Source: an optimization exercise on an open RTL-to-GDS flow (aim: small area). Production flows keep margins and buffers that such runs may drop. Only simulation tests tie the RTL to the original design; equivalence was not proved. Power is estimated from default activity; no workload was simulated.

`flow/flow/run.sh`:
```
#!/bin/bash
# Standard ORFS layout (standard.sh) in two parts: after the floorplan, every
# cell is swapped to its smallest drive strength (flow/downsize.tcl), so that
# the later repair steps size up only where needed.  Ports are buffered by the
# smallest buffer and the clock tree is built from small clock buffers.
set -euo pipefail
ARGS=(BUFFER_PORTS_ARGS="-buffer_cell sky130_fd_sc_hd__buf_1"
      CTS_ARGS="-sink_clustering_enable -repair_clock_nets -dont_use_dummy_load -buf_list sky130_fd_sc_hd__clkbuf_4 -sink_clustering_size 11 -sink_clustering_max_diameter 60" )
bash standard.sh "${ARGS[@]}" floorplan > standard_floorplan.log 2>&1
DOWNSIZE_ODB=orfs/results/$FLOW_PLATFORM/pipeline_top/base/2_floorplan.odb \
  openroad -no_init -exit flow/downsize.tcl > downsize.log 2>&1
bash standard.sh "${ARGS[@]}" finish > standard_finish.log 2>&1
```
`flow/flow/downsize.tcl`:
```
# Swap every standard cell of the synthesized netlist to the smallest drive
# strength of the same cell, before placement; the flow's own repair steps
# then size up or buffer only where slew, capacitance or timing need it.
set odb $::env(DOWNSIZE_ODB)
read_db $odb
set db [ord::get_db]
set block [ord::get_db_block]
set masters {}
foreach lib [$db getLibs] {
  foreach m [$lib getMasters] {
    dict set masters [$m getName] $m
  }
}
set n 0
foreach inst [$block getInsts] {
  set m [$inst getMaster]
  set name [$m getName]
  if {![regexp {^(sky130_fd_sc_hd__[a-z0-9]+)_([0-9]+)$} $name -> base drv]} { continue }
  if {[string match *tap* $base] || [string match *fill* $base] || [string match *decap* $base]} { continue }
  set best $m
  set best_area [expr {[$m getWidth] * [$m getHeight]}]
  dict for {cand cm} $masters {
    if {![regexp "^${base}_\[0-9\]+\$" $cand]} { continue }
    if {[string match *lpflow* $cand] || [string match *probe* $cand]} { continue }
    set a [expr {[$cm getWidth] * [$cm getHeight]}]
    if {$a < $best_area} { set best $cm; set best_area $a }
  }
  if {$best ne $m} {
    $inst swapMaster $best
    incr n
  }
}
puts "downsize: swapped $n instances"
write_db $odb
```
`flow/standard.sh`:
```
#!/bin/bash
# synth_recipe.tcl (not shown) runs the flow's synth.tcl, then flattens the netlist and writes it again
# the make line also repeats each setting of config.mk as NAME=value (left out here)
make -C /OpenROAD-flow-scripts/flow DESIGN_CONFIG=/design/flow/config.mk WORK_HOME=/design/flow/orfs CLKGATE_MAP_FILE= SYNTH_SCRIPT=/design/flow/synth_recipe.tcl "${@:-finish}"
```
`flow/config.mk`:
```
export PLATFORM = sky130hd
export DESIGN_NAME = pipeline_top
export DESIGN_NICKNAME = pipeline_top
export VERILOG_FILES = /design/flow/design.v
export SDC_FILE = /design/flow/constraint.sdc
export NUM_CORES = 4
export LEC_CHECK = 0
export CAP_MARGIN = 20
export CORE_MARGIN = 2
export CORE_UTILIZATION = 40
export SLEW_MARGIN = 20
```
`flow/constraint.sdc`:
```
create_clock -name core_clock -period 5.0 [get_ports {clk}]
set_input_delay 1.0000 -clock core_clock [delete_from_list [all_inputs] [get_ports {clk}]]
set_output_delay 1.0000 -clock core_clock [all_outputs]
set_load 0.01 [all_outputs]
```
`flow/design.v`:
```
`timescale 1ns / 1ps
module pipeline_top(
    input         clk,
    input         reset,
    output [8:0]  imem_addr,
    input  [31:0] imem_rdata,
    output [7:0]  dmem_addr,
    input  [63:0] dmem_rdata,
    output [63:0] dmem_wdata,
    output        dmem_we
    );
    reg [63:0] r0, r1, r2, r3;    
    reg [3:0]  we;                
    reg [3:0]  hold;              
    reg [8:0] pc;
    always @(posedge clk or posedge reset)
        if (reset) pc <= 9'd0;
        else       pc <= pc + 9'd1;
    assign imem_addr = pc;
    wire [3:0] f_op    = imem_rdata[31:28];
    wire [1:0] f_ra    = imem_rdata[27:26];
    wire       f_load  = (f_op == 4'b1010);
    wire       f_store = (f_op == 4'b1011);
    wire       f_wreg  = ~(f_store | (f_op == 4'b1111));
    wire       f_mem   = f_load | f_store;
    wire [1:0] f_dst   = f_load ? f_ra : imem_rdata[23:22];
    reg       d_mem, d_wreg;
    reg [3:0] d_nrsel;            
    reg [1:0] d_dst;
    reg [7:0] d_addr;
    always @(posedge clk or posedge reset)
        if (reset) begin
            d_mem  <= 1'b0;
            d_wreg <= 1'b0;
        end else begin
            d_mem  <= f_mem;
            d_wreg <= f_wreg;
        end
    always @(posedge clk) begin
        d_nrsel[0] <= (f_ra != 2'd0);
        d_nrsel[1] <= (f_ra != 2'd1);
        d_nrsel[2] <= (f_ra != 2'd2);
        d_nrsel[3] <= (f_ra != 2'd3);
        d_dst  <= f_dst;
        d_addr <= imem_rdata[21:14];
    end
    wire [63:0] p01 = ~(({64{d_nrsel[0]}} | r0) & ({64{d_nrsel[1]}} | r1));
    wire [63:0] p23 = ~(({64{d_nrsel[2]}} | r2) & ({64{d_nrsel[3]}} | r3));
    wire [63:0] rdata = p01 | p23;
    reg        e_mem, e_wreg;
    reg [1:0]  e_dst;
    reg [7:0]  e_addr;
    reg [63:0] e_val;
    always @(posedge clk or posedge reset)
        if (reset) begin
            e_mem  <= 1'b0;
            e_wreg <= 1'b0;
        end else begin
            e_mem  <= d_mem;
            e_wreg <= d_wreg;
        end
    always @(posedge clk) begin
        e_dst  <= d_dst;
        e_addr <= d_addr;
        e_val  <= rdata;
    end
    reg        m_mem, m_wreg;
    reg [1:0]  m_dst;
    reg [7:0]  m_addr;
    reg [63:0] m_val;
    always @(posedge clk or posedge reset)
        if (reset) begin
            m_mem  <= 1'b0;
            m_wreg <= 1'b0;
        end else begin
            m_mem  <= e_mem;
            m_wreg <= e_wreg;
        end
    always @(posedge clk) begin
        m_dst  <= e_dst;
        m_addr <= e_addr;
        m_val  <= e_val;
    end
    wire   m_load     = m_mem & m_wreg;
    assign dmem_we    = m_mem & ~m_wreg;
    assign dmem_addr  = m_addr;
    assign dmem_wdata = m_val;
    reg [63:0] w_nval;    
    wire [3:0] m_we;
    assign m_we[0] = m_wreg & (m_dst == 2'd0);
    assign m_we[1] = m_wreg & (m_dst == 2'd1);
    assign m_we[2] = m_wreg & (m_dst == 2'd2);
    assign m_we[3] = m_wreg & (m_dst == 2'd3);
    always @(posedge clk or posedge reset)
        if (reset) begin
            we   <= 4'b1111;
            hold <= 4'b1111;
        end else begin
            we   <= m_we;
            hold <= ~m_we;
        end
    always @(posedge clk)
        w_nval <= ~(m_load ? dmem_rdata : m_val);
    always @(posedge clk) begin
        r0 <= ({64{we[0]}} | r0) & ({64{hold[0]}} | w_nval);
        r1 <= ({64{we[1]}} | r1) & ({64{hold[1]}} | w_nval);
        r2 <= ({64{we[2]}} | r2) & ({64{hold[2]}} | w_nval);
        r3 <= ({64{we[3]}} | r3) & ({64{hold[3]}} | w_nval);
    end
endmodule
```
==> results.txt <==
[per-layer routing]
| metal | vias up | GRT usage (%) | routed length (microns) |
|---|---|---|---|
| li1 | 4410 | - | - |
| met1 | 4612 | 23.7 | 16500 |
| met2 | 218 | 27.4 | 15000 |
| met3 | 50 | 4.26 | 1750 |
| met4 | 0 | 5.26 | 576 |
| met5 | - | 0 | 0 |
[through the flow]
step	hold WS, ns	util (%)	total power [mW]	area (sq um)	setup slack, ns
6_report	0.293	43.4	8.44	16200	2.41
5_1_grt	0.187	43.4	8.95	16200	2.23
4_1_cts	0.178	43.4	8.56	16200	2.28
3_5_place_dp	0.312	42.4	6.88	15800	2.91
3_3_place_gp	0.310	42.4	6.80	15800	2.94
2_1_floorplan	0.310	-	6.43	15000	3.31
[state kept, by name (all words and copies together) (netlist names), 4 cells and up]
name     count
e_val       64
m_val       64
r0          64
r1          64
r2          64
r3          64
w_nval      64
pc           9
d_addr       8
e_addr       8
m_addr       8
d_nrsel      4
hold         4
we           4
[logic make-up (layout without fill, tap and decap cells)]
logic type | after synthesis | in the layout | share of synthesized area (%)
flip-flops | 505 | 505 | 68.0
XOR/XNOR | 7 | 7 | 0.407
other | 0 | 3 | 0
adder cells (fa/ha/maj) | 1 | 1 | 0.0831
buffers and inverters | 98 | 235 | 3.72
multiplexers | 66 | 66 | 4.41
AO/OA/AOI/OAI | 384 | 384 | 22.4
AND/OR/NAND/NOR | 24 | 24 | 1.01
[final cells by class]
cell class                      instances  area share [%]
Tap cell                              474            3.66
Clock buffer                           52            2.41
Sequential cell                       505            63.2
Antenna cell                            3          0.0463
Multi-Input combinational cell        482            26.1
Inverter                                7           0.162
Timing Repair Buffer                  176            4.38
[power by group]
| part | switching, mW | total, mW | leakage [nW] | internal [mW] |
|---|---|---|---|---|
| clock network | 1.18 | 1.66 | 0.239 | 0.478 |
| logic | 0.450 | 1.11 | 1.65 | 0.660 |
| registers | 0.633 | 5.68 | 4.30 | 5.04 |
[final timing paths]
path                                 endpoint  slack [ns]
min reg2reg                  m_val[1]$_DFF_P_        0.31
max                                   dmem_we        2.41
max in group asynchronous     d_mem$_DFF_PP0_        4.12
min in group asynchronous    e_wreg$_DFF_PP0_        0.34
min                         d_addr[3]$_DFF_P_        0.29
max reg2reg                w_nval[55]$_DFF_P_        2.93
[synthesized netlist by cell type (3+ instances only)]
| cell type | number |
|---|---|
| mux2i_1 | 64 |
| nor2_1 | 3 |
| xnor2_1 | 3 |
| dfstp_2 | 8 |
| o22a_1 | 320 |
| dfrtp_1 | 15 |
| buf_12 | 6 |
| nand2_1 | 4 |
| inv_1 | 6 |
| o221ai_1 | 64 |
| clkbuf_1 | 12 |
| nand3_1 | 5 |
| xor2_1 | 4 |
| buf_2 | 72 |
| dfxtp_1 | 482 |
==> impl_metrics.env <==
export IMPL_stdcell_count=1699
export IMPL_drtAntennaViolNets=0
export IMPL_boundaryPins=180
export IMPL_irDropWorstVdd_mv=0.220
export IMPL_hold_start="imem_rdata[17]"
export IMPL_slowest_delay_ns=0.47
export IMPL_fin_crit_ns=2.59
export IMPL_whs_path_depth=1
export IMPL_final_common_cell="dfxtp_1"
export IMPL_fillers=3488
export IMPL_worst_pin_slew_ns=0.837
export IMPL_synth_nets=1184
export IMPL_wirelength_microns=33800
export IMPL_reg2reg_from="m_wreg$_DFF_PP0_"
export IMPL_path_clk_slew_ns=0.11
export IMPL_syn_avg_cell_area_sq_um=13.9
export IMPL_numCtsBuffers=52
export IMPL_seqCellArea_sq_mm=0.0102
export IMPL_setup_tns_ns=0
export IMPL_grt_max_degree=56
export IMPL_h_tree_depth=2
export IMPL_numPortBuffers=163
export IMPL_synth_seq_cells=505
export IMPL_initialDrtViolationCount=367
export IMPL_worstPathCellList="nor2b_1, buf_1"
export IMPL_cpLargestDelayFamily="flip-flops"
export IMPL_async_flop_share_pct=4.55
export IMPL_rsz0062_at_grt="no"
export IMPL_netlist_area_sq_mm=0.0150
export IMPL_core_area_sq_mm=0.0373
export IMPL_placementRows=71
export IMPL_hp_class="in -> reg"
export IMPL_vias=9290
export IMPL_min_period_over_period_pct=51.9
export IMPL_dieArea_sq_mm=0.0392
export IMPL_detail_route_wl_per_cell_microns=19.9
export IMPL_routabilityCongestion=0.684
export IMPL_clk_latency_ns=0.79
export IMPL_relSlewSlack_pct=44.2
export IMPL_drv_cap=0
export IMPL_synth_flop_cell="dfxtp_1"
export IMPL_arrival_ns=1.59
export IMPL_ys_warn_count=1
export IMPL_grt_ovfl_total=0
export IMPL_cp_start_kind="flop"
export IMPL_synth_cells=1085
export IMPL_via_per_inst=5.47
export IMPL_firstDrtPassIters=5
export IMPL_path_class="reg -> out"
export IMPL_cts_tree="built"
export IMPL_outcome="timing/DRC/antenna clean"
export IMPL_cts_setup_buffers=0
export IMPL_multi_input_area_sq_mm=0.00423
export IMPL_cp_depth=2
export IMPL_p_leak_nw=6.19
export IMPL_grt_pass1_wl_microns=53200
export IMPL_nNetsFinal=1323
export IMPL_synthTopCellsByArea="dfxtp_1, o22a_1, mux2i_1, o221ai_1, dfrtp_1"
export IMPL_synth_distinct_cells=28
export IMPL_cpMaxStageDelayCell="dfrtp_1"
export IMPL_antenna_found_initial=2
export IMPL_final_layout_size_suffix_gt1_share_pct=6.46
export IMPL_cp_data_required_time_ns=4.00
export IMPL_synth_edf_count=0
export IMPL_cts_sinks=505
export IMPL_crit_start="m_wreg$_DFF_PP0_"
export IMPL_fp_dieH_microns=198
export IMPL_p_per_area_mw_per_mm2=521
export IMPL_finalHoldViolCount=0
export IMPL_drv_slew=0
export IMPL_grt_use_total_pct=17.4
export IMPL_max_freq_ghz=0.385
export IMPL_cts_repair_resized=0
export IMPL_yosys_area_top_type="dfxtp_1"
export IMPL_dp_hpwl_microns=18500
export IMPL_ys_seq_area_share_pct=68.0
export IMPL_cp_max_fo=6
export IMPL_drc=0
export IMPL_critPathBufInv=1
export IMPL_cts_root_buf="clkbuf_4"
export IMPL_worstRegToRegCells=3
export IMPL_cts_buffer_depth=3
export IMPL_start_util_pct=40.3
export IMPL_die_x_microns=198
export IMPL_synthToLayoutAreaGrowth_pct=7.67
export IMPL_setup_viol=0
export IMPL_final_cell_mix="dfxtp_1, o22a_1, buf_1"
export IMPL_cts_hold_buf=0
export IMPL_netlist_area_leader_share_pct=64.1
export IMPL_clock_skew_ns=0.0659
export IMPL_endpoint_kind="primary output"
export IMPL_dp_cells=1644
export IMPL_first_global_vias=9563

-- re-timing with driven ports --
No port has a modelled driver above. Below, the same layout with a new extraction and two added sets of constraints. Step 1, drivers: a clkbuf_16 drives clk and a buf_2 each remaining input, both assumed. Step 2 also shifts input and output timing later by t, the mid clock arrival at the registers, as if the neighbouring blocks saw the same clock. a / b / c = ideal / step 1 / step 2; a / b = the first two.
t (ns): 0.807
setup slack, ns: 2.406 / 2.359 / 2.934
slew at the worst register clock pin (ns): 0.12 / 0.12
pins driven straight from the clock port: 1
After both steps setup and hold are still met in this run. The setup slack of this run moves by -0.047 ns with the drivers and by +0.528 ns with both steps.
